What follows belongs to an exercise in optimizing a design on an open flow for small area and a short achievable clock period; a production flow would make more cautious choices.
Function was not checked in any run shown here: the RTL went through the layout flow alone.
No activity file was given, so power comes from the tool's default toggle rates.

<file path="design/flow/constraint.sdc">
create_clock -name core_clock -period 16.0 [get_ports {clk}]
set_input_delay 3.2000 -clock core_clock [delete_from_list [all_inputs] [get_ports {clk}]]
set_output_delay 3.2000 -clock core_clock [all_outputs]
set_load 0.01 [all_outputs]
</file>
<file path="design/flow/standard.sh">
#!/bin/bash
# synth_recipe.tcl (not shown) runs the flow's synth.tcl, then flattens the netlist and writes it again
# the make line also repeats each setting of config.mk as NAME=value (left out here)
make -C /OpenROAD-flow-scripts/flow DESIGN_CONFIG=/design/flow/config.mk WORK_HOME=/design/flow/orfs CLKGATE_MAP_FILE= SYNTH_SCRIPT=/design/flow/synth_recipe.tcl "${@:-finish}"
</file>
<file path="design/flow/config.mk">
export PLATFORM = sky130hd
export DESIGN_NAME = fp_logarithm
export DESIGN_NICKNAME = fp_logarithm
export VERILOG_FILES = /design/flow/design.v
export SDC_FILE = /design/flow/constraint.sdc
export NUM_CORES = 4
export LEC_CHECK = 0
export ABC_AREA = 1
export CAP_MARGIN = 20
export CORE_MARGIN = 2
export CORE_UTILIZATION = 65
export SLEW_MARGIN = 20
</file>
<file path="design/flow/design.v">
`timescale 1ns / 1ps
module fp_logarithm(in_val, clk, ln_output, rst);
input  [31:0] in_val;
input         clk, rst;
output [31:0] ln_output;
localparam [20:0] K8 = 21'h162E43;    
reg [28:0] cX;     
reg [1:0]  m10;    
wire [22:0] cM = {~cX[27:7], m10};
reg [7:0]  cE;
reg [3:0]  st;
reg [32:0] accr;    
reg [31:0] outr;
reg        a2d;
reg [2:0]  h;
reg        sel4, sel1, sel0, sel4n, sel1n, sel0n, xsub, lowf;
reg        one1, two1, neg1, one2, two2, neg2, holdr;
reg        one1n, two1n, neg1n, one2n, two2n, neg2n;
assign ln_output = outr;
always @(posedge clk) begin
  m10 <= in_val[1:0];
  cE <= in_val[30:23];
  st <= st + 4'd1;
end
wire e127c = (cE == 8'd127);
wire subc  = ~cE[7] & ~(&cE[6:0]);           
wire [6:0] ev = subc ? ~cE[6:0] : (cE[6:0] + 7'd1);
reg  [2:0] msbev;
always @* begin
  casez (ev)
    7'b1??????: msbev = 3'd6;
    7'b01?????: msbev = 3'd5;
    7'b001????: msbev = 3'd4;
    7'b0001???: msbev = 3'd3;
    7'b00001??: msbev = 3'd2;
    7'b000001?: msbev = 3'd1;
    default:    msbev = 3'd0;
  endcase
end
wire [6:0] evn   = ev << (3'd6 - msbev);
wire       ovfc  = (evn >= 7'd93);
reg e127, e255, sub, ovf;
reg [2:0] delta;
always @(posedge clk) begin
  e127  <= e127c;
  e255  <= (cE == 8'd255);
  sub   <= subc;
  ovf   <= ovfc;
  delta <= msbev + {2'b0, ovfc};
end
wire [3:0]  ns   = st + 4'd1;
wire ldPA = (ns == 4'd11);
wire ldPB = (ns == 4'd12);
always @(posedge clk) begin
  if (ldPA)      cX <= ovf ? {8'b0, K8} : {7'b0, K8, 1'b0};
  else if (ldPB) cX <= ovf ? {4'b0, K8, 4'b0} : {3'b0, K8, 5'b0};
  else           cX <= {1'b1, ~in_val[22:2], 7'b0};
end
wire [24:0] mext = {1'b0, cM, 1'b0};
wire [8:0]  eext = {1'b0, evn, 1'b0};
reg  [4:0]  win;
reg         hnext;
always @* begin
  win = 5'd0;
  hnext = 1'b0;
  case (ns)
    4'd0: win = mext[4:0];
    4'd1: begin win = mext[8:4];   hnext = e127 & (cM[22:3]  == 20'd0); end
    4'd2: begin win = mext[12:8];  hnext = e127 & (cM[22:7]  == 16'd0); end
    4'd3: begin win = mext[16:12]; hnext = e127 & (cM[22:11] == 12'd0); end
    4'd4: begin win = mext[20:16]; hnext = e127 & (cM[22:15] == 8'd0);  end
    4'd5: begin win = mext[24:20]; hnext = e127 & (cM[22:19] == 4'd0);  end
    4'd11: win = e127 ? 5'd0 : eext[4:0];
    4'd12: win = e127 ? 5'd0 : eext[8:4];
    default: win = 5'd0;
  endcase
  if (hnext) win = 5'd0;
end
always @(posedge clk) begin
  one1 <= win[1] ^ win[0];
  two1 <= (win[2] & ~win[1] & ~win[0]) | (~win[2] & win[1] & win[0]);
  neg1 <= win[2] & ~(win[1] & win[0]);
  one2 <= win[3] ^ win[2];
  two2 <= (win[4] & ~win[3] & ~win[2]) | (~win[4] & win[3] & win[2]);
  neg2 <= win[4] & ~(win[3] & win[2]);
  one1n <= ~(win[1] ^ win[0]);
  two1n <= ~((win[2] & ~win[1] & ~win[0]) | (~win[2] & win[1] & win[0]));
  neg1n <= ~(win[2] & ~(win[1] & win[0]));
  one2n <= ~(win[3] ^ win[2]);
  two2n <= ~((win[4] & ~win[3] & ~win[2]) | (~win[4] & win[3] & win[2]));
  neg2n <= ~(win[4] & ~(win[3] & win[2]));
  holdr <= hnext;
end
reg isQ, isPA, isPB, isS0, isOut;
always @(posedge clk) begin
  isQ   <= (ns <= 4'd5);
  isPA  <= (ns == 4'd11);
  isPB  <= (ns == 4'd12);
  isS0  <= (ns == 4'd0);
  isOut <= (ns == 4'd13);
end
wire c1 = isQ & ~m10[1];
wire [28:0] X = cX;
wire [32:0] lowm = isQ ? 33'h7F : (isPB ? 33'hF : 33'h0);
wire [29:0] c1v  = {22'd0, c1, 7'd0};
wire [29:0] one1v = {{15{~one1n}}, {15{one1}}};
wire [29:0] two1v = {{15{~two1n}}, {15{two1}}};
wire [29:0] neg1v = {{15{~neg1n}}, {15{neg1}}};
wire [29:0] one2v = {{15{~one2n}}, {15{one2}}};
wire [29:0] two2v = {{15{~two2n}}, {15{two2}}};
wire [29:0] neg2v = {{15{~neg2n}}, {15{neg2}}};
wire [29:0] base1 = (one1v & {1'b0, X}) | (two1v & ({X, 1'b0} | c1v));
wire [29:0] base2 = (one2v & {1'b0, X}) | (two2v & ({X, 1'b0} | c1v));
wire [32:0] r1 = {{3{~neg1n}}, base1 ^ (neg1v & ~lowm[29:0])};
wire [32:0] r2 = {{3{~neg2n}}, base2 ^ (neg2v & ~lowm[29:0])};
wire a1 = (one1 | two1) & (neg1 ^ c1);
wire a2 = (one2 | two2) & (neg2 ^ c1);
wire [32:0] ex_a1 = isQ ? ({32'd0, a1} << 7) : (isPB ? ({32'd0, a1} << 4) : {32'd0, a1});
wire [32:0] ex_a2 = isPB ? ({32'd0, a2d} << 2) : ({32'd0, a2d} << 5);
wire [32:0] r2s = {r2[30:0], 2'b00} | ex_a1 | ex_a2;
wire mask = isPA & ~e127;
wire [29:0] s4v = {{15{~sel4n}}, {15{sel4}}};
wire [29:0] s1v = {{15{~sel1n}}, {15{sel1}}};
wire [29:0] s0v = {{15{~sel0n}}, {15{sel0}}};
wire [29:0] acc = (s4v & {accr[32], accr[32:4]}) | (s1v & accr[30:1]) | (s0v & accr[29:0]);
wire [29:0] acc_in = {acc[29:4] ^ {26{xsub}}, lowf ? {4{sub}} : acc[3:0]};
wire cin = mask & sub;
wire [32:0] opa = {{3{acc_in[29]}}, acc_in};
wire [32:0] csa_s = opa ^ r1 ^ r2s;
wire [32:0] csa_c = {(opa[31:0] & r1[31:0]) | (opa[31:0] & r2s[31:0]) | (r1[31:0] & r2s[31:0]), cin};
wire [32:0] sum = csa_s + csa_c;
reg [1:0] shn, shr;
reg e127al;
always @* begin
  shn = 2'd0;
  if (ns <= 4'd5) shn = hnext ? 2'd0 : 2'd2;
  else if (~e127) case (ns)
    4'd6:  shn = delta[2] ? 2'd2 : 2'd0;
    4'd7, 4'd8: shn = delta[1] ? 2'd1 : 2'd0;
    4'd9:  shn = delta[0] ? 2'd1 : 2'd0;
    4'd12: shn = 2'd2;
    default: shn = 2'd0;
  endcase
end
always @(posedge clk) begin
  shr    <= shn;
  e127al <= e127 & (ns >= 4'd7) & (ns <= 4'd10);
end
wire ge24 = |acc[29:24];
wire [1:0] shs = e127al ? {1'b0, ge24} : shr;
always @(posedge clk) begin
  accr <= sum;
  sel4 <= (shs == 2'd2) & (ns != 4'd0);
  sel1 <= (shs == 2'd1) & (ns != 4'd0);
  sel0 <= (shs == 2'd0) & (ns != 4'd0);
  sel4n <= ~((shs == 2'd2) & (ns != 4'd0));
  sel1n <= ~((shs == 2'd1) & (ns != 4'd0));
  sel0n <= ~((shs == 2'd0) & (ns != 4'd0));
  xsub <= (ns == 4'd11) & ~e127 & sub;
  lowf <= (ns == 4'd11) & ~e127;
  a2d <= ((isQ & ~holdr) | isPA) ? a2 : 1'b0;
  if (isS0) h <= 3'd0;
  else if (e127al & ge24) h <= h + 3'd1;
end
wire [24:0] xv = acc[24:0];
reg  [22:0] field;
reg  [1:0]  pofs;  
always @* begin
  if (xv[24])      begin field = xv[23:1];                  pofs = 2'd3; end
  else if (xv[23]) begin field = {xv[22:1], 1'b0};          pofs = 2'd2; end
  else if (xv[22]) begin field = {xv[21:1], 2'b00};         pofs = 2'd1; end
  else             begin field = {xv[20:1], 3'b000};        pofs = 2'd0; end
end
wire [2:0] z = {2'b0, cM[22:3] == 20'd0} + {2'b0, cM[22:7] == 16'd0} + {2'b0, cM[22:11] == 12'd0}
             + {2'b0, cM[22:15] == 8'd0} + {2'b0, cM[22:19] == 4'd0};
wire [7:0] expo = e127 ? (8'd120 - {3'b0, z, 2'b00} + {5'b0, h} + {6'b0, pofs})
                       : (8'd124 + {5'b0, delta} + {6'b0, pofs});
always @(posedge clk) begin
  if (isOut) begin
    if (e255)                    outr <= 32'hcf317216;
    else if (e127 && cM == 23'd0) outr <= 32'h00800000;
    else                         outr <= {sub, expo, field};
  end
end
endmodule
</file>
<file path="design/flow/flow/run.sh">
#!/bin/bash
set -e
ls -la > files.log 2>&1
cp standard.sh standard_sh.copy.log 2>/dev/null || true
export BUFFER_PORTS_ARGS="-buffer_cell sky130_fd_sc_hd__buf_2"
bash standard.sh > standard.log 2>&1
</file>
==> results of run 1 <==
[flip-flops by register name (all words and copies together), names as in the netlist, 2 cells and up]
name	flops
accr	33
cE	8
cX	28
delta	3
h	3
m10	2
outr	32
shr	2
st	4
[layout by cell type, fill, tap and decap left out, types with 20 or more instances in the layout]
master / instances
xor2_1: 103
inv_1: 231
edfxtp_1: 32
nand2_1: 240
nor2_1: 91
fa_1: 35
a21oi_1: 83
nand3_1: 69
dfxtp_1: 114
ha_1: 58
o22ai_1: 66
buf_2: 63
o21ai_0: 70
xnor2_1: 20
[metal layers]
layer	wire [um]	GRT usage, %	vias to the layer above
met5	0	0	-
met4	1105	13.50	0
met3	1914	4.559	71
met2	12190	49.11	427
met1	12180	43.16	4388
li1	-	-	4759
[area by class of cell]
cell class                      count  area, um^2  share of cell area [%]
Multi-Input combinational cell    981        6392                   54.31
Tap cell                          216       270.3                   2.296
Clock inverter                     13       117.6                  0.9993
Timing Repair Buffer               67       345.3                   2.934
Clock buffer                       19       464.2                   3.944
Inverter                          249       937.1                   7.962
Sequential cell                   146        3243                   27.55
[where the power goes]
part | switching [mW] | internal [mW] | total [mW]
clock | 0.169 | 0.230 | 0.399
sequential | 0.0396 | 0.433 | 0.473
combinational | 0.222 | 0.132 | 0.354
[final timing paths]
path              end  slack (ns)
min              h[0]        0.44
min reg2reg      h[0]        0.44
max          accr[28]       11.54
max reg2reg  accr[28]       11.54
[per-stage QoR]
| step | power, mW | instance area (um^2) |
|---|---|---|
| after floorplan | 0.7367 | 10730 |
| after global placement | 0.8155 | 11190 |
| after detailed placement | 0.8226 | 11190 |
| after CTS | 1.222 | 11770 |
| after global routing | 1.291 | 11770 |
| final | 1.225 | 11770 |
[cell families after synthesis]
kind of cell             after synthesis  synth area share, %
AO/OA/AOI/OAI                        285                15.75
XOR/XNOR                             124                10.19
adder cells (fa/ha/maj)               93                13.29
buffers and inverters                289                10.27
flip-flops                           146                30.22
AND/OR/NAND/NOR                      479                20.28
==> insert_results.sql, run 1 <==
INSERT INTO impl_metrics (metric_group, metric, value, unit) VALUES
('place', 'dpl.hpwl', '21.23', 'mm'),
('power_and_ir_drop', 'vdd_ir_drop_max', '89.95', 'uV'),
('floorplanning', 'floorplan.io_pins', '66', ''),
('critical_path', 'reg2reg_depth', '17', ''),
('routing', 'drc', '0', ''),
('floorplanning', 'die_h', '132.5', 'um'),
('sta', 'clock.fmax', '224.3', 'MHz'),
('synth', 'synthesis.nets', '1543', ''),
('sta', 'layout_min_cycle_time', '4.458', 'ns'),
('floorplanning', 'start_util', '67.08', '%'),
('synth', 'most_instantiated_library_cell_after_synthesis', 'nand2_1', ''),
('synth', 'async_flop_share', '0', '%'),
('critical_path', 'timing_worst_setup_path_type', 'reg2reg', ''),
('critical_path', 'timing.critical_path.buf_inv', '3', ''),
('synth', 'synthesis.instances', '1416', ''),
('global_route', 'vias_in_the_first_global_route', '8922', ''),
('place', 'numPlacedInstances', '1659', ''),
('cts', 'cts_buffers', '17', ''),
('synth', 'synth_area_leaders', 'dfxtp_1 21%, edfxtp_1 9.0%, xor2_1 8.4%, nand2_1 8.4%, inv_1 8.0%', ''),
('sta', 'setup_slack', '11.54', 'ns'),
('routing', 'drtPass1Iterations', '9', ''),
('cts', 'cts_repair_resize_count', '0', ''),
('critical_path', 'arrival', '4.81', 'ns'),
('power_and_ir_drop', 'power_density', '104.1', 'nW/um^2'),
('synth', 'yosysTopAreaCellShare', '21.26', '%'),
('routing', 'vias_after_detailed_routing', '9645', ''),
('cts', 'clk_path_buf_depth', '2', ''),
('sta', 'tns', '0', 'ns'),
('sta', 'finalSetupViolations', '0', ''),
('global_route', 'grt_first_pass_wirelength', '43.99', 'mm'),
('synth', 'synth_enable_flop_cells', '32', ''),
('status', 'run_status', 'finished clean', ''),
('synth', 'dominantRegCellSynth', 'dfxtp_1', ''),
('critical_path', 'worst_r2r_startpoint', 'sel0n', ''),
('critical_path', 'critPathLaunch', 'sel0n', ''),
('floorplanning', 'die_area', '17560', 'um^2'),
('final_layout', 'fin_cells', '1691', ''),
('synth', 'synth_cell_type_count', '53', ''),
('global_route', 'globalRoute.totalOverflow', '0', ''),
('flow_run', 'cap_viol_max_count', '0', ''),
('routing', 'viasPerCell', '5.704', ''),
('global_route', 'track_usage', '31.25', '%'),
('floorplanning', 'core', '16000', 'um^2'),
('synth', 'yosysWarningCount', '1', ''),
('synth', 'ys_ff_latch', '146', ''),
('final_layout', 'final_nets', '1589', ''),
('final_layout', 'post-route-util', '73.56', '%'),
('routing', 'routed_wl', '27.39', 'mm'),
('global_route', 'antenna_found_initial', '0', ''),
('final_layout', 'post_route_cells_drive_above_1_share', '10.78', '%'),
('sta', 'skew', '0.009381', 'ns'),
('sta', 'final_max_slew_viol_count', '0', ''),
('power_and_ir_drop', 'power.static_leakage', '5.678', 'nW'),
('sta', 'tightest_slew', '0.9677', 'ns'),
('synth', 'synth_sequential_area_ratio', '30.22', '%'),
('routing', 'ant_nets', '0', ''),
('hold_path', 'holdCritStartpoint', 'isS0', ''),
('final_layout', 'areaGrowthSynthToFinish', '9.664', '%'),
('global_route', 'maximum_number_of_pins_on_one_net_before_global_route_repair', '33', ''),
('cts', 'clock_tree_from_tritoncts', 'built', ''),
('critical_path', 'cpLargestDelayFamily', 'simple AND/OR/NAND/NOR gates', ''),
('final_layout', 'n_fill_cell', '1295', ''),
('synth', 'largest_area_contributor_in_the_netlist', 'dfxtp_1', ''),
('sta', 'slew-limit-headroom', '34.99', '%'),
('sta', 'unrepaired_setup_endpoints_after_global_routing', 'no', ''),
('critical_path', 'crit_path_top_delay_cell', 'nor3_1', ''),
('critical_path', 'crit_required', '16.36', 'ns'),
('place', 'dp_slack', '11.71', 'ns'),
('critical_path', 'crit_path_end_kind', 'flip-flop', ''),
('synth', 'synthesis.area', '10730', 'um^2'),
('sta', 'period_share', '27.86', '%');
==> inputs of run 2 (changes only) <==
==> design/flow/flow/run.sh (replaced) <==
#!/bin/bash
set -e
export BUFFER_PORTS_ARGS="-buffer_cell sky130_fd_sc_hd__buf_2"
export CTS_ARGS="-sink_clustering_enable -repair_clock_nets -buf_list sky130_fd_sc_hd__clkbuf_8 -dont_use_dummy_load"
bash standard.sh > standard.log 2>&1
==> run 2 against run 1 <==
Sequential power barely moved. Non-clock buffer count did not move. Global-route usage fell by 0.58 points. Worst hold slack improved by 0.00082 ns. Register-to-register slack barely moved. Critical path depth did not move. Largest cell class unchanged. Fmax barely moved. Still clean. Core utilization fell by 2.2 points. Final area fell by 3.0%.
==> insert_results.sql, run 2 <==
INSERT INTO impl_metrics (metric_group, metric, value, unit) VALUES
('routing', 'viasPerCell', '5.648', ''),
('critical_path', 'startpoint_type', 'flip-flop', ''),
('sta', 'period_share', '27.88', '%'),
('routing', 'routed_wl', '26.74', 'mm'),
('cts', 'cts_repair_resize_count', '0', ''),
('critical_path', 'critPathLaunch', 'sel0n', ''),
('cts', 'cts_buffers', '17', ''),
('sta', 'unrepaired_setup_endpoints_after_global_routing', 'no', ''),
('final_layout', 'layout_commonest_cell', 'nand2_1', ''),
('power_and_ir_drop', 'power_density', '91.21', 'nW/um^2'),
('sta', 'skew', '0.02633', 'ns'),
('floorplanning', 'core', '16000', 'um^2'),
('power_and_ir_drop', 'power_switching', '0.3840', 'mW'),
('synth', 'synthTopCellsByCount', '240 x nand2_1, 230 x inv_1, 114 x dfxtp_1, 103 x xor2_1, 91 x nor2_1', ''),
('power_and_ir_drop', 'sequential_fraction_of_design_power', '45.3', '%'),
('sta', 'layout_min_cycle_time', '4.461', 'ns'),
('floorplanning', 'placementRows', '46', ''),
('global_route', 'met2_usage', '48.01', '%'),
('final_layout', 'largest_register_ffs', '33', ''),
('power_and_ir_drop', 'clock_power_share', '20.9', '%'),
('critical_path', 'crit_path_end_kind', 'flip-flop', ''),
('global_route', 'groute.layer.met3.usage', '4.253', '%'),
('final_layout', 'layout_common_cells', '240 x nand2_1, 230 x inv_1, 114 x dfxtp_1', ''),
('global_route', 'grtUsageMet1', '43.17', '%'),
('synth', 'largest_area_contributor_in_the_netlist', 'dfxtp_1', ''),
('synth', 'dominantRegCellSynth', 'dfxtp_1', ''),
('synth', 'syn-mean-instance-area', '7.580', 'um^2'),
('synth', 'synth_sequential_area_ratio', '30.22', '%'),
('synth', 'synthesis.area', '10730', 'um^2'),
('sta', 'clock.fmax', '224.2', 'MHz'),
('power_and_ir_drop', 'power.static_leakage', '5.504', 'nW'),
('cts', 'clock_tree_from_tritoncts', 'built', ''),
('hold_path', 'holdCritStartpoint', 'isS0', ''),
('cts', 'clock-sinks', '146', ''),
('cts', 'clk_path_buf_depth', '2', ''),
('synth', 'synth_cell_type_count', '53', ''),
('floorplanning', 'die-width', '132.5', 'um'),
('cts', 'cts_hold_repair.buffers', '0', ''),
('cts', 'cts.repair_timing.setup_buffer_count', '0', ''),
('final_layout', 'post_route_cells_drive_above_1_share', '9.932', '%'),
('power_and_ir_drop', 'power.share.combinational', '33.8', '%'),
('critical_path', 'crit_fanout', '9', ''),
('critical_path', 'timing_worst_setup_path_type', 'reg2reg', ''),
('sta', 'worst_hold_slack', '0.4392', 'ns'),
('floorplanning', 'die_area', '17560', 'um^2'),
('global_route', 'top_usage_layer', 'met2', ''),
('floorplanning', 'start_util', '67.08', '%'),
('synth', 'synth_enable_flop_cells', '32', ''),
('place', 'dpl.hpwl', '21.23', 'mm'),
('routing', 'drtPass1Iterations', '8', ''),
('synth', 'synthesis.instances', '1416', ''),
('floorplanning', 'floorplan.io_pins', '66', ''),
('place', 'numPlacedInstances', '1659', ''),
('synth', 'synthesis.nets', '1543', ''),
('place', 'io_buffer_count', '63', ''),
('final_layout', 'final_nets', '1589', ''),
('sta', 'tns', '0', 'ns'),
('status', 'run_status', 'finished clean', ''),
('sta', 'hold_viol', '0', ''),
('final_layout', 'fin_cells', '1676', ''),
('synth', 'synth_area_leaders', 'dfxtp_1 21%, edfxtp_1 9.0%, xor2_1 8.4%, nand2_1 8.4%, inv_1 8.0%', ''),
('routing', 'ant_nets', '0', ''),
('final_layout', 'registers.top_by_ff_count', 'accr', ''),
('floorplanning', 'die_h', '132.5', 'um'),
('critical_path', 'worst_r2r_startpoint', 'sel0n', ''),
('sta', 'tightest_slew', '0.9880', 'ns'),
('routing', 'drt_iter0_markers', '1040', ''),
('global_route', 'vias_in_the_first_global_route', '8655', ''),
('sta', 'slew-limit-headroom', '33.62', '%'),
('cts', 'clock_insertion_delay_worst_skew', '0.46', 'ns'),
('final_layout', 'reg.largest.list', 'accr: 33 flops, outr: 32 flops, cX: 28 flops', ''),
('power_and_ir_drop', 'netSwitchingFraction', '36.86', '%'),
('cts', 'clk_pin_slew_worst_paths', '0.07', 'ns'),
('synth', 'ys_ff_latch', '146', ''),
('power_and_ir_drop', 'finalPower', '1.042', 'mW'),
('final_layout', 'areaGrowthSynthToFinish', '6.423', '%'),
('global_route', 'antenna_found_initial', '0', ''),
('synth', 'most_instantiated_library_cell_after_synthesis', 'nand2_1', ''),
('routing', 'vias_after_detailed_routing', '9466', ''),
('global_route', 'maximum_number_of_pins_on_one_net_before_global_route_repair', '33', ''),
('global_route', 'track_usage', '30.68', '%'),
('place', 'finalWeightedCongestion', '0.9552', ''),
('synth', 'yosysWarningCount', '1', ''),
('synth', 'async_flop_share', '0', '%'),
('routing', 'wl_per_cell', '15.95', 'um'),
('cts', 'htree_levels', '4', ''),
('sta', 'final_max_slew_viol_count', '0', ''),
('flow_run', 'cap_viol_max_count', '0', ''),
('routing', 'drc', '0', ''),
('final_layout', 'antenna_cells_inserted', '0', ''),
('critical_path', 'arrival', '4.83', 'ns'),
('power_and_ir_drop', 'internal_power', '0.6578', 'mW'),
('global_route', 'grt_first_pass_wirelength', '43.08', 'mm'),
('sta', 'finalSetupViolations', '0', ''),
('power_and_ir_drop', 'vdd_ir_drop_max', '76.68', 'uV'),
('cts', 'clk_root_buffer_cell', 'clkbuf_8', ''),
('critical_path', 'crit_required', '16.37', 'ns'),
('synth', 'yosysTopAreaCellShare', '21.26', '%'),
('global_route', 'globalRoute.totalOverflow', '0', ''),
('hold_path', 'hold_path_class', 'reg2reg', '');
==> run 2: cell counts after synthesis <==
No cell type changed its count.
==> run 2: cell families after synthesis <==
kind of cell | share of synthesized area (%)
and+or+nand+nor | 20.28
adders and majority gates | 13.29
xor gates and xnor gates | 10.19
AOI/OAI and AO/OA | 15.75
DFF | 30.22
buffers and inverters | 10.27
==> run 2: worst paths after layout <==
check / endpoint / slack (ns) / depth (start not counted)
worst min-delay path: h[0] / 0.44 / 1
worst max register to register: accr[28] / 11.54 / 17
worst max-delay path: accr[28] / 11.54 / 17
worst min register to register: h[0] / 0.44 / 1
==> run 2: power by group through the flow <==
| stage | clock, mW | sequential, mW | combinational [mW] |
|---|---|---|---|
| floorplan | 0 | 0.466 | 0.271 |
| global placement | 0 | 0.478 | 0.338 |
| detailed placement | 0 | 0.479 | 0.344 |
| CTS | 0.221 | 0.471 | 0.346 |
| global route | 0.234 | 0.478 | 0.394 |
| finish | 0.217 | 0.472 | 0.352 |
==> run 2: area by class of cell <==
class	count	area [um^2]
clock buffers	17	234.0
inverters	249	937.1
fillers	1356	4578
well taps	216	270.3
flip-flops and latches	146	3243
repair buffers	67	345.3
multi-input cells	981	6392
==> run 2: per-layer routing <==
layer,share of wire (%),up-vias
met4,3.6,0
li1,-,4724
met3,6.2,53
met1,46,4300
met5,0,-
met2,44,389
==> run 2: worst max-delay path, cell delays in order, from the launching register on <==
cell and delay, ns:
dfxtp_1 0.52, inv_1 0.24, nand2_1 0.10, inv_1 0.05, nor3_1 0.75, xor2_1 0.19, fa_1 0.53, inv_1 0.04
ha_1 0.36, nand2_1 0.11, nor4_1 0.39, nand3_1 0.13, nand3_1 0.19, nand2_1 0.07, nand2_1 0.16, a31oi_1 0.17
o21ai_0 0.23, xor2_1 0.16
==> run 2: stage by stage <==
stage	worst slack, ns	cell area, um^2	utilization, %
2_1_floorplan	12.35	10730	-
3_5_place_dp	11.71	11190	69.92
5_1_grt	11.33	11420	71.39
6_report	11.54	11420	71.39
4_1_cts	11.67	11420	71.39
3_3_place_gp	11.75	11190	69.92
==> inputs of run 3 (changes only) <==
--- a/design/flow/design.v
+++ b/design/flow/design.v
@@ -13,7 +13,7 @@
 reg [31:0] outr;
 reg        a2d;
 reg [2:0]  h;
-reg        sel4, sel1, sel0, sel4n, sel1n, sel0n, xsub, lowf;
+reg        sel4, sel1, s0p, s0x, sel4n, sel1n, s0pn, s0xn, s0q, fsub;
 reg        one1, two1, neg1, one2, two2, neg2, holdr;
 reg        one1n, two1n, neg1n, one2n, two2n, neg2n;
 assign ln_output = outr;
@@ -121,9 +121,11 @@
 wire mask = isPA & ~e127;
 wire [29:0] s4v = {{15{~sel4n}}, {15{sel4}}};
 wire [29:0] s1v = {{15{~sel1n}}, {15{sel1}}};
-wire [29:0] s0v = {{15{~sel0n}}, {15{sel0}}};
-wire [29:0] acc = (s4v & {accr[32], accr[32:4]}) | (s1v & accr[30:1]) | (s0v & accr[29:0]);
-wire [29:0] acc_in = {acc[29:4] ^ {26{xsub}}, lowf ? {4{sub}} : acc[3:0]};
+wire [25:0] s0pv = {{11{~s0pn}}, {15{s0p}}};
+wire [25:0] s0xv = {{11{~s0xn}}, {15{s0x}}};
+wire [29:0] acc_sh = (s4v & {accr[32], accr[32:4]}) | (s1v & accr[30:1]);
+wire [29:0] acc_in = {acc_sh[29:4] | (s0pv & accr[29:4]) | (s0xv & ~accr[29:4]),
+                      acc_sh[3:0]  | ({4{s0q}} & accr[3:0]) | {4{fsub}}};
 wire cin = mask & sub;
 wire [32:0] opa = {{3{acc_in[29]}}, acc_in};
 wire [32:0] csa_s = opa ^ r1 ^ r2s;
@@ -146,23 +148,25 @@
   shr    <= shn;
   e127al <= e127 & (ns >= 4'd7) & (ns <= 4'd10);
 end
-wire ge24 = |acc[29:24];
+wire ge24 = sel1 ? |accr[30:25] : |accr[29:24];
 wire [1:0] shs = e127al ? {1'b0, ge24} : shr;
 always @(posedge clk) begin
   accr <= sum;
   sel4 <= (shs == 2'd2) & (ns != 4'd0);
   sel1 <= (shs == 2'd1) & (ns != 4'd0);
-  sel0 <= (shs == 2'd0) & (ns != 4'd0);
+  s0p  <= (shs == 2'd0) & (ns != 4'd0) & ~((ns == 4'd11) & ~e127 & sub);
+  s0x  <= (ns == 4'd11) & ~e127 & sub;
+  s0q  <= (shs == 2'd0) & (ns != 4'd0) & ~((ns == 4'd11) & ~e127);
+  fsub <= (ns == 4'd11) & ~e127 & sub;
   sel4n <= ~((shs == 2'd2) & (ns != 4'd0));
   sel1n <= ~((shs == 2'd1) & (ns != 4'd0));
-  sel0n <= ~((shs == 2'd0) & (ns != 4'd0));
-  xsub <= (ns == 4'd11) & ~e127 & sub;
-  lowf <= (ns == 4'd11) & ~e127;
+  s0pn <= ~((shs == 2'd0) & (ns != 4'd0) & ~((ns == 4'd11) & ~e127 & sub));
+  s0xn <= ~((ns == 4'd11) & ~e127 & sub);
   a2d <= ((isQ & ~holdr) | isPA) ? a2 : 1'b0;
   if (isS0) h <= 3'd0;
   else if (e127al & ge24) h <= h + 3'd1;
 end
-wire [24:0] xv = acc[24:0];
+wire [24:0] xv = e127 ? accr[24:0] : accr[28:4];
 reg  [22:0] field;
 reg  [1:0]  pofs;  
 always @* begin
==> design/flow/flow/run.sh (replaced) <==
#!/bin/bash
set -e
ls -la > files.log 2>&1
cp standard.sh standard_sh.copy.log 2>/dev/null || true
export BUFFER_PORTS_ARGS="-buffer_cell sky130_fd_sc_hd__buf_2"
bash standard.sh > standard.log 2>&1
==> run 3 against run 2 <==
Still clean. Global-route usage grew 1.6 points. Routed wire length increased by 3.4%. First-iteration DRC count decreased by 13%. Sequential share of layout area fell by 0.70 points. Synthesized cell count grew 2.9%. Critical path depth increased by 1. Synthesized area increased by 0.64%. Sequential power is 8.3% lower. Setup slack worse by 0.042 ns. Critical endpoint is now accr[22]. Largest power group unchanged. Highest routed layer is now met5.
==> insert_results.sql, run 3 <==
INSERT INTO impl_metrics (metric_group, metric, value, unit) VALUES
('power_and_ir_drop', 'power.static_leakage', '5.576', 'nW'),
('critical_path', 'startpoint_type', 'flip-flop', ''),
('critical_path', 'ff2ff_setup_slack', '11.50', 'ns'),
('synth', 'synth_cell_type_count', '53', ''),
('floorplanning', 'die_h', '132.9', 'um'),
('synth', 'yosysTopAreaCellShare', '21.31', '%'),
('power_and_ir_drop', 'power_density', '83.46', 'nW/um^2'),
('routing', 'top_layer_reached_by_signal_wires', 'met5', ''),
('critical_path', 'timing_worst_setup_path_type', 'reg2reg', ''),
('place', 'io_buffer_count', '63', ''),
('flow_run', 'cap_viol_max_count', '0', ''),
('final_layout', 'registers.top_by_ff_count', 'accr', ''),
('synth', 'syn-mean-instance-area', '7.414', 'um^2'),
('sta', 'worst_hold_slack', '0.4745', 'ns'),
('place', 'numPlacedInstances', '1701', ''),
('global_route', 'grt_first_pass_wirelength', '45.43', 'mm'),
('global_route', 'maximum_number_of_pins_on_one_net_before_global_route_repair', '55', ''),
('hold_path', 'timing.hold.worst_endpoint', 'st[0]', ''),
('synth', 'synthesis.nets', '1584', ''),
('sta', 'tns', '0', 'ns'),
('floorplanning', 'placementRows', '47', ''),
('synth', 'yosysWarningCount', '1', ''),
('sta', 'hold_viol', '0', ''),
('critical_path', 'crit_fanout', '11', ''),
('floorplanning', 'core', '16410', 'um^2'),
('floorplanning', 'start_util', '65.84', '%'),
('synth', 'synth_enable_flop_cells', '32', ''),
('final_layout', 'layout_commonest_cell', 'inv_1', ''),
('hold_path', 'hold_path_class', 'reg2reg', ''),
('synth', 'synth_area_leaders', 'dfxtp_1 21%, edfxtp_1 8.9%, inv_1 8.7%, nand2_1 8.2%, ha_1 6.7%', ''),
('routing', 'routed_wl', '27.64', 'mm'),
('routing', 'met3WireLength', '1.898', 'mm'),
('global_route', 'globalRoute.totalOverflow', '0', ''),
('synth', 'dominantRegCellSynth', 'dfxtp_1', ''),
('final_layout', 'fin_cells', '1733', ''),
('final_layout', 'areaGrowthSynthToFinish', '9.093', '%'),
('sta', 'setup_slack', '11.50', 'ns'),
('place', 'dpl.hpwl', '21.76', 'mm'),
('status', 'run_status', 'finished clean', ''),
('routing', 'viasPerCell', '5.737', ''),
('synth', 'largest_area_contributor_in_the_netlist', 'dfxtp_1', ''),
('cts', 'clock-sinks', '147', ''),
('final_layout', 'post_route_cells_drive_above_1_share', '10.38', '%'),
('hold_path', 'holdCritStartpoint', 'st[0]', ''),
('sta', 'finalSetupViolations', '0', ''),
('cts', 'cts_repair_resize_count', '0', ''),
('routing', 'wl_per_cell', '15.95', 'um'),
('synth', 'synth_sequential_area_ratio', '30.21', '%'),
('cts', 'clk_root_buffer_cell', 'clkbuf_16', ''),
('global_route', 'antenna_found_initial', '1', ''),
('cts', 'cts_hold_repair.buffers', '0', ''),
('sta', 'skew', '0.01088', 'ns'),
('place', 'finalWeightedCongestion', '0.9567', ''),
('final_layout', 'final_area', '11780', 'um^2'),
('synth', 'synthesis.instances', '1457', ''),
('cts', 'cts.repair_timing.setup_buffer_count', '0', ''),
('routing', 'detailroute.wirelength.met2', '12.60', 'mm'),
('place', 'dp_slack', '11.67', 'ns'),
('floorplanning', 'die_area', '17670', 'um^2'),
('critical_path', 'crit_path_end_kind', 'flip-flop', ''),
('final_layout', 'antenna_cells_inserted', '0', ''),
('cts', 'clk_pin_slew_worst_paths', '0.06', 'ns'),
('synth', 'ys_ff_latch', '147', ''),
('synth', 'synthTopCellsByCount', '249 x inv_1, 236 x nand2_1, 117 x nor2_1, 115 x dfxtp_1, 92 x o21ai_0', ''),
('routing', 'drt_iter0_markers', '907', ''),
('synth', 'async_flop_share', '0', '%'),
('floorplanning', 'die-width', '132.9', 'um'),
('routing', 'wl_met1', '12.31', 'mm'),
('final_layout', 'post-route-util', '71.82', '%'),
('sta', 'tightest_slew', '1.130', 'ns'),
('sta', 'period_share', '28.14', '%'),
('power_and_ir_drop', 'vdd_ir_drop_max', '88.74', 'uV'),
('final_layout', 'layout_common_cells', '249 x inv_1, 236 x nand2_1, 117 x nor2_1', ''),
('final_layout', 'largest_register_ffs', '33', ''),
('final_layout', 'reg.largest.list', 'accr: 33 flops, outr: 32 flops, cX: 28 flops', ''),
('critical_path', 'reg2reg_depth', '18', ''),
('cts', 'cts_buffers', '17', ''),
('cts', 'htree_levels', '4', ''),
('power_and_ir_drop', 'finalPower', '0.9835', 'mW'),
('routing', 'drtPass1Iterations', '5', ''),
('critical_path', 'crit_required', '16.35', 'ns'),
('sta', 'layout_min_cycle_time', '4.502', 'ns'),
('global_route', 'vias_in_the_first_global_route', '9218', ''),
('sta', 'unrepaired_setup_endpoints_after_global_routing', 'no', ''),
('cts', 'clk_path_buf_depth', '2', ''),
('critical_path', 'worst_r2r_startpoint', 'sel1', ''),
('synth', 'synthesis.area', '10800', 'um^2'),
('critical_path', 'arrival', '4.86', 'ns'),
('critical_path', 'r2r_end', 'accr[22]', ''),
('sta', 'slew-limit-headroom', '24.13', '%'),
('final_layout', 'final_nets', '1627', ''),
('sta', 'final_max_slew_viol_count', '0', ''),
('cts', 'clock_insertion_delay_worst_skew', '0.43', 'ns'),
('place', 'detailed_place.area', '11250', 'um^2'),
('cts', 'clock_tree_from_tritoncts', 'built', ''),
('synth', 'most_instantiated_library_cell_after_synthesis', 'inv_1', ''),
('routing', 'ant_nets', '0', ''),
('routing', 'drc', '0', ''),
('global_route', 'track_usage', '32.27', '%'),
('final_layout', 'n_fill_cell', '1373', ''),
('routing', 'vias_after_detailed_routing', '9943', ''),
('sta', 'clock.fmax', '222.1', 'MHz'),
('floorplanning', 'floorplan.io_pins', '66', ''),
('hold_path', 'min_delay_path_depth', '1', '');
[run 3: worst max-delay path by stage]
stage,from,to,slack (ns)
after floorplan,cX[27],outr[27],12.39
after detailed placement,sel1,accr[22],11.67
after global routing,sel1,accr[22],11.24
after global placement,sel1,accr[22],11.71
after CTS,sel1,accr[22],11.58
final,sel1,accr[22],11.50
[run 3: final cells by class]
class | instances | area, um^2 | share of cell area, %
repair buffers | 66 | 337.8 | 2.867
clock inverters | 12 | 82.58 | 0.7008
well taps | 220 | 275.3 | 2.336
flip-flops and latches | 147 | 3263 | 27.69
multi-input cells | 1005 | 6389 | 54.22
clock buffers | 20 | 446.7 | 3.791
inverters | 263 | 989.7 | 8.399
[run 3: worst max-delay path: stages, from the launching register on]
cell and delay, ns:
dfxtp_1 0.48, inv_1 0.34, o22ai_1 0.20, a21oi_1 0.15, nand2_1 0.09, fa_1 0.56, ha_1 0.16, inv_1 0.06
fa_1 0.40, o21ai_0 0.34, nand2_1 0.10, nand3_1 0.12, nand2_1 0.06, nand2_1 0.21, a21oi_1 0.14, o21ai_0 0.34
a21oi_1 0.19, o21ai_0 0.29, xor2_1 0.17
[run 3: logic make-up after synthesis]
kind of cell	Yosys count	synth area share (%)
AO/OA/AOI/OAI	319	17.62
XOR/XNOR	100	8.317
adder cells (fa/ha/maj)	93	13.21
buffers and inverters	305	10.65
flip-flops	147	30.21
AND/OR/NAND/NOR	493	20.00
[run 3: layer usage]
| metal | GRT usage [%] | up-vias |
|---|---|---|
| li1 | - | 4900 |
| met1 | 44.04 | 4554 |
| met2 | 51.64 | 424 |
| met3 | 4.981 | 63 |
| met4 | 12.78 | 2 |
| met5 | 0 | - |
[run 3: power by group]
part           switching [mW]  internal (mW)
sequential             0.0262          0.407
clock                   0.165          0.202
combinational           0.120         0.0631
total                   0.312          0.672
==> inputs of run 4 (changes only) <==
--- a/design/flow/config.mk
+++ b/design/flow/config.mk
@@ -9,4 +9,5 @@
 export CAP_MARGIN = 20
 export CORE_MARGIN = 2
 export CORE_UTILIZATION = 65
+export GPL_TIMING_DRIVEN = 1
 export SLEW_MARGIN = 20
==> run 4 against run 3 <==
Power unchanged. Combinational power about the same. Still clean. Highest routed layer unchanged. Die area stayed put. Critical endpoint unchanged.
==> insert_results.sql, run 4 <==
INSERT INTO impl_metrics (metric_group, metric, value, unit) VALUES
('final_layout', 'post_route_cells_drive_above_1_share', '10.38', '%'),
('final_layout', 'n_fill_cell', '1373', ''),
('global_route', 'maximum_number_of_pins_on_one_net_before_global_route_repair', '55', ''),
('routing', 'viasPerCell', '5.737', ''),
('final_layout', 'registers.top_by_ff_count', 'accr', ''),
('power_and_ir_drop', 'netSwitchingFraction', '31.67', '%'),
('routing', 'wl_per_cell', '15.95', 'um'),
('status', 'run_status', 'finished clean', ''),
('power_and_ir_drop', 'power_density', '83.46', 'nW/um^2'),
('synth', 'async_flop_share', '0', '%'),
('critical_path', 'arrival', '4.86', 'ns'),
('sta', 'slew-limit-headroom', '24.13', '%'),
('synth', 'synthesis.nets', '1584', ''),
('routing', 'ant_nets', '0', ''),
('routing', 'routed_wl', '27.64', 'mm'),
('synth', 'yosysTopAreaCellShare', '21.31', '%'),
('final_layout', 'layout_commonest_cell', 'inv_1', ''),
('synth', 'ys_ff_latch', '147', ''),
('cts', 'clock_tree_from_tritoncts', 'built', ''),
('cts', 'cts_repair_resize_count', '0', ''),
('global_route', 'grt_first_pass_wirelength', '45.43', 'mm'),
('cts', 'clock_insertion_delay_worst_skew', '0.43', 'ns'),
('global_route', 'vias_in_the_first_global_route', '9218', ''),
('global_route', 'globalRoute.totalOverflow', '0', ''),
('sta', 'final_max_slew_viol_count', '0', ''),
('critical_path', 'crit_path_end_kind', 'flip-flop', ''),
('place', 'io_buffer_count', '63', ''),
('synth', 'syn-mean-instance-area', '7.414', 'um^2'),
('sta', 'layout_min_cycle_time', '4.502', 'ns'),
('power_and_ir_drop', 'clock_power_share', '37.4', '%'),
('floorplanning', 'start_util', '65.84', '%'),
('final_layout', 'footprint_of_the_multi_input_gates', '6389', 'um^2'),
('synth', 'largest_area_contributor_in_the_netlist', 'dfxtp_1', ''),
('sta', 'tightest_slew', '1.130', 'ns'),
('sta', 'period_share', '28.14', '%'),
('cts', 'cts_hold_repair.buffers', '0', ''),
('global_route', 'antenna_found_initial', '1', ''),
('sta', 'skew', '0.01088', 'ns'),
('synth', 'yosysWarningCount', '1', ''),
('power_and_ir_drop', 'sequential_fraction_of_design_power', '44.0', '%'),
('routing', 'detailroute.wirelength.met2', '12.60', 'mm'),
('floorplanning', 'placementRows', '47', ''),
('power_and_ir_drop', 'internal_power', '0.6720', 'mW'),
('final_layout', 'reg.largest.list', 'accr: 33 flops, outr: 32 flops, cX: 28 flops', ''),
('routing', 'top_layer_reached_by_signal_wires', 'met5', ''),
('global_route', 'track_usage', '32.27', '%'),
('floorplanning', 'die-width', '132.9', 'um'),
('floorplanning', 'die_h', '132.9', 'um'),
('hold_path', 'hold_path_class', 'reg2reg', ''),
('final_layout', 'final_nets', '1627', ''),
('cts', 'clock-sinks', '147', ''),
('power_and_ir_drop', 'power.share.combinational', '18.6', '%'),
('sta', 'finalSetupViolations', '0', ''),
('critical_path', 'crit_fanout', '11', ''),
('cts', 'htree_levels', '4', ''),
('sta', 'tns', '0', 'ns'),
('flow_run', 'cap_viol_max_count', '0', ''),
('sta', 'hold_viol', '0', ''),
('final_layout', 'antenna_cells_inserted', '0', ''),
('final_layout', 'fin_cells', '1733', ''),
('cts', 'clk_root_buffer_cell', 'clkbuf_16', ''),
('cts', 'cts_buffers', '17', ''),
('sta', 'unrepaired_setup_endpoints_after_global_routing', 'no', ''),
('sta', 'clock.fmax', '222.1', 'MHz'),
('floorplanning', 'floorplan.io_pins', '66', ''),
('final_layout', 'layout_common_cells', '249 x inv_1, 236 x nand2_1, 117 x nor2_1', ''),
('routing', 'drtPass1Iterations', '5', ''),
('final_layout', 'areaGrowthSynthToFinish', '9.093', '%'),
('cts', 'clk_pin_slew_worst_paths', '0.06', 'ns'),
('place', 'dpl.hpwl', '21.76', 'mm'),
('place', 'finalWeightedCongestion', '0.9567', '');
-- run 4: cell counts after synthesis --
Identical to the previous run, type by type.
-- run 4: layout make-up --
type	instances	area share (%)
multi-input combinational	1005	54.22
timing repair buffer	66	2.867
sequential	147	27.69
tap	220	2.336
inverter	263	8.399
clock buffer	20	3.791
clock inverter	12	0.7008
-- run 4: layer usage --
layer	track usage [%]	up-vias
li1	-	4900
met1	44.04	4554
met2	51.64	424
met3	4.981	63
met4	12.78	2
met5	0	-
-- run 4: critical path, stage by stage (launching register included) --
cell and delay [ns]:
dfxtp_1 0.48, inv_1 0.34, o22ai_1 0.20, a21oi_1 0.15, nand2_1 0.09, fa_1 0.56, ha_1 0.16, inv_1 0.06
fa_1 0.40, o21ai_0 0.34, nand2_1 0.10, nand3_1 0.12, nand2_1 0.06, nand2_1 0.21, a21oi_1 0.14, o21ai_0 0.34
a21oi_1 0.19, o21ai_0 0.29, xor2_1 0.17
-- run 4: logic make-up after synthesis --
group,synth area share [%]
buf+inv,10.65
compound gates,17.62
flops,30.21
xor+xnor,8.317
simple gates,20.00
fa+ha+maj,13.21
-- run 4: worst paths after layout --
path | from | end | slack, ns | cells past startpoint
max | sel1 | accr[22] | 11.50 | 18
min | st[0] | st[0] | 0.47 | 1
max reg2reg | sel1 | accr[22] | 11.50 | 18
min reg2reg | st[0] | st[0] | 0.47 | 1
-- run 4: metrics by stage --
step	instance area [um^2]	worst slack (ns)	power (mW)	hold WS, ns	utilization [%]
after floorplan	10800	12.39	0.5669	0.4221	-
after global placement	11250	11.71	0.6149	0.4517	68.60
after detailed placement	11250	11.67	0.6188	0.4596	68.60
after CTS	11780	11.58	0.9827	0.4710	71.82
after global routing	11780	11.24	1.029	0.4903	71.82
final	11780	11.50	0.9835	0.4745	71.82
-- run 4: power by group through the flow --
stage,clock network [mW],registers (mW),logic (mW)
detailed placement,0,0.440,0.179
floorplan,0,0.429,0.138
CTS,0.370,0.432,0.181
global route,0.387,0.436,0.207
finish,0.367,0.433,0.183
global placement,0,0.440,0.175

afterwards: timing with drivers on the ports:
The results above use ideal ports. As a check the final layouts listed here were re-extracted and re-timed, cells and wires unchanged.
Step 1 assumes that a clkbuf_16 drives the clock port and a buf_2 every other input.
Step 2 also shifts input and output timing later by t, the mid clock arrival at the registers, as if the neighbouring blocks saw the same clock.
Slacks: ideal ports / drivers / drivers and shift; pairs: ideal ports / drivers.
run	t, ns	setup slack, ns	latest minus earliest clock arrival (ns)	worst data-port slew with drivers (ns)
run 1	0.467	11.542 / 11.542 / 11.542	0.010 / 0.010	0.04
run 2	0.484	11.539 / 11.539 / 11.539	0.026 / 0.026	0.04
run 3	0.472	11.498 / 11.498 / 11.498	0.011 / 0.011	0.03
run 4	0.472	11.498 / 11.498 / 11.498	0.011 / 0.011	0.03
After both steps setup and hold are still met in every run listed.
